Context: an optimization exercise on an open-source flow, tuned for small area and a short achievable clock period. The choices shown serve that exercise and are no tape-out recipe.

alpha:
==> flow/design.v <==
`timescale 1ns / 1ps
module cordic_stage (clk, reset, X_i, Y_i, Z_i, X_O, Y_O, Z_O);
  input clk;
  input reset;
  input  signed [15:0] X_i;
  input  signed [15:0] Y_i;
  input  signed [15:0] Z_i;
  output signed [15:0] X_O;
  output signed [15:0] Y_O;
  output signed [15:0] Z_O;
  reg [16*15-1:0] xs;
  reg [16*15-1:0] ys;
  reg [14:0] q;
  reg signed [13:0] z1;
  reg signed [13:0] z2;
  reg signed [12:0] z3;
  reg signed [11:0] z4;
  reg signed [10:0] z5;
  reg signed [9:0]  z6;
  reg signed [8:0]  z7;
  reg signed [7:0]  z8;
  reg signed [6:0]  z9;
  reg signed [5:0]  z10;
  reg signed [4:0]  z11;
  reg signed [3:0]  z12;
  reg signed [2:0]  z13;
  reg signed [1:0]  z14;
  reg               z15;
  reg               z16;
  reg signed [15:0] xo, yo;
  always @(posedge clk) begin
    xs[15:0] <= Z_i[14] ? X_i + Y_i : X_i - Y_i;
    ys[15:0] <= Z_i[14] ? Y_i - X_i : Y_i + X_i;
    q[0]  <= Z_i[15] ^ Z_i[14];
    z1    <= {~Z_i[13], Z_i[12:0]};
  end
  wire [15:1] dn;
  assign dn[1]  = z1[13];
  assign dn[2]  = z2[13];
  assign dn[3]  = z3[12];
  assign dn[4]  = z4[11];
  assign dn[5]  = z5[10];
  assign dn[6]  = z6[9];
  assign dn[7]  = z7[8];
  assign dn[8]  = z8[7];
  assign dn[9]  = z9[6];
  assign dn[10] = z10[5];
  assign dn[11] = z11[4];
  assign dn[12] = z12[3];
  assign dn[13] = z13[2];
  assign dn[14] = z14[1];
  assign dn[15] = z15;
  genvar k;
  generate
    for (k = 1; k < 15; k = k + 1) begin : st
      always @(posedge clk) begin
        xs[16*k +: 16] <= dn[k] ? $signed(xs[16*(k-1) +: 16]) + ($signed(ys[16*(k-1) +: 16]) >>> k)
                                : $signed(xs[16*(k-1) +: 16]) - ($signed(ys[16*(k-1) +: 16]) >>> k);
        ys[16*k +: 16] <= dn[k] ? $signed(ys[16*(k-1) +: 16]) - ($signed(xs[16*(k-1) +: 16]) >>> k)
                                : $signed(ys[16*(k-1) +: 16]) + ($signed(xs[16*(k-1) +: 16]) >>> k);
        q[k]  <= q[k-1];
      end
    end
  endgenerate
  always @(posedge clk) begin
    z2  <= z1[13]  ? z1  + 14'sd4836 : z1  - 14'sd4836;
    z3  <= z2[13]  ? z2  + 14'sd2555 : z2  - 14'sd2555;
    z4  <= z3[12]  ? z3  + 13'sd1297 : z3  - 13'sd1297;
    z5  <= z4[11]  ? z4  + 12'sd651 : z4  - 12'sd651;
    z6  <= z5[10]  ? z5  + 11'sd326 : z5  - 11'sd326;
    z7  <= z6[9]   ? z6  + 10'sd163 : z6  - 10'sd163;
    z8  <= z7[8]   ? z7  + 9'sd81   : z7  - 9'sd81;
    z9  <= z8[7]   ? z8  + 8'sd41    : z8  - 8'sd41;
    z10 <= z9[6]   ? z9  + 7'sd20    : z9  - 7'sd20;
    z11 <= z10[5]  ? z10 + 6'sd10    : z10 - 6'sd10;
    z12 <= z11[4]  ? z11 + 5'sd5    : z11 - 5'sd5;
    z13 <= z12[3]  ? z12 + 4'sd3     : z12 - 4'sd3;
    z14 <= z13[2]  ? z13 + 3'sd1     : z13 - 3'sd1;
    z15 <= z14[1]  ? z14[0] + 1'b1   : z14[0] - 1'b1;
    z16 <= z15;
  end
  wire signed [15:0] x14 = xs[16*14 +: 16];
  wire signed [15:0] y14 = ys[16*14 +: 16];
  wire signed [15:0] x15 = dn[15] ? x14 + (y14 >>> 15) : x14 - (y14 >>> 15);
  wire signed [15:0] y15 = dn[15] ? y14 - (x14 >>> 15) : y14 + (x14 >>> 15);
  always @(posedge clk) begin
    xo <= q[14] ? -x15 : x15;
    yo <= q[14] ? -y15 : y15;
  end
  assign X_O = xo;
  assign Y_O = yo;
  assign Z_O = {16{z16}};
endmodule
make LEC_CHECK=0 ABC_CLOCK_PERIOD_IN_PS=2000 CAP_MARGIN=20 CORE_MARGIN=2 CORE_UTILIZATION=40 SETUP_SLACK_MARGIN=1.2 SLEW_MARGIN=20 finish   # period 3.65 ns
run.sh (not shown) runs the stock make flow with config.mk's settings and CLKGATE_MAP_FILE= SYNTH_SCRIPT=/design/flow/synth_recipe.tcl, a recipe that flattens the netlist after the stock synthesis.
alpha ended with every stage complete and zero timing, DRC or antenna violations.
Inputs modified between alpha and beta:
# alpha
export LEC_CHECK = 0
export ABC_CLOCK_PERIOD_IN_PS = 2000
export CAP_MARGIN = 20
export CORE_MARGIN = 2
export CORE_UTILIZATION = 40
export SETUP_SLACK_MARGIN = 1.2
export SLEW_MARGIN = 20
create_clock -name core_clock -period 3.65 [get_ports {clk}]
# beta
export LEC_CHECK = 0
export CAP_MARGIN = 20
export CORE_MARGIN = 2
export CORE_UTILIZATION = 40
export SLEW_MARGIN = 20
create_clock -name core_clock -period 3.65 [get_ports {clk}]
Findings:
Of the two values seen for origin of the worst setup path, xs[36] was produced by beta and xs[35] by alpha. Row count came out exactly the same in alpha and beta. Going from alpha to beta, multi-input gate share of the layout cell area saw an increase; iteration count of the initial detailed-routing pass was more or less identical; wire length saw a decrease; half-perimeter wire length after placement went down by about 1.3%. beta: global-route wire length before repair is about 11% lower than what alpha reported. Looking at critical path's slowest cell, the sky130_fd_sc_hd__or4_1 result is from beta; the sky130_fd_sc_hd__or4_4 one comes from alpha.
Relative to beta, the following input files were edited for gamma:
# beta
export LEC_CHECK = 0
export CAP_MARGIN = 20
export CORE_MARGIN = 2
export CORE_UTILIZATION = 40
export SLEW_MARGIN = 20
create_clock -name core_clock -period 3.65 [get_ports {clk}]
# gamma
export LEC_CHECK = 0
export CAP_MARGIN = 20
export CORE_MARGIN = 2
export CORE_UTILIZATION = 40
export SETUP_SLACK_MARGIN = 1.2
export SLEW_MARGIN = 20
create_clock -name core_clock -period 3.65 [get_ports {clk}]
[summary]
Global-route wire length before repair: gamma vs beta up 13%. Relative to beta, the non-clock buffer count measured on gamma has increased by more than 100%. In gamma relative to beta, weighted congestion at the end of routability-driven global placement had gone up by a few percent. gamma vs. beta: clock skew fell by 0.0031 ns; core utilization rose by 10 points; global-route usage rose by 2.1 points; required time at the worst-slack endpoint fell by 0.02 ns; total length of routed wires rose by 18%. Compared with beta, maximum frequency in gamma increased by a little under 10%. Worst-path cell with the longest stage delay = sky130_fd_sc_hd__or4_1: beta; worst-path cell with the longest stage delay = sky130_fd_sc_hd__or4_4: gamma.
No functional check of the RTL was part of any run of this note.

[port drivers added, routing unchanged]
The results above use ideal ports. As a check the final layouts listed here were re-extracted and re-timed, cells and wires unchanged. Step 1 sets driving cells, clkbuf_16 on the clock port and buf_2 on the other inputs (assumed; they add their load-dependent delay and slew). Step 2 adds t to the input delays and takes it off the output delays; t is the mean of the earliest and latest rising clock arrival at the registers after step 1. Input paths then give back, and output paths get back, about the clock's delay inside the block. Slacks: ideal / step 1 / step 2; pairs: ideal / step 1.
| run | t (ns) | setup WS [ns] | latest minus earliest clock arrival (ns) | worst data-port slew with drivers (ns) |
|---|---|---|---|---|
| alpha | 0.704 | 0.508 / 0.508 / 0.508 | 0.038 / 0.038 | 0.05 |
| beta | 0.697 | 0.239 / 0.239 / -0.354 | 0.038 / 0.038 | 0.04 |
| gamma | 0.704 | 0.508 / 0.508 / 0.508 | 0.038 / 0.038 | 0.05 |
With both steps, setup timing fails in beta, where it was met with ideal ports. The setup slack of beta, which loses most, moves by 0.000 ns with the drivers and by -0.593 ns with both steps.
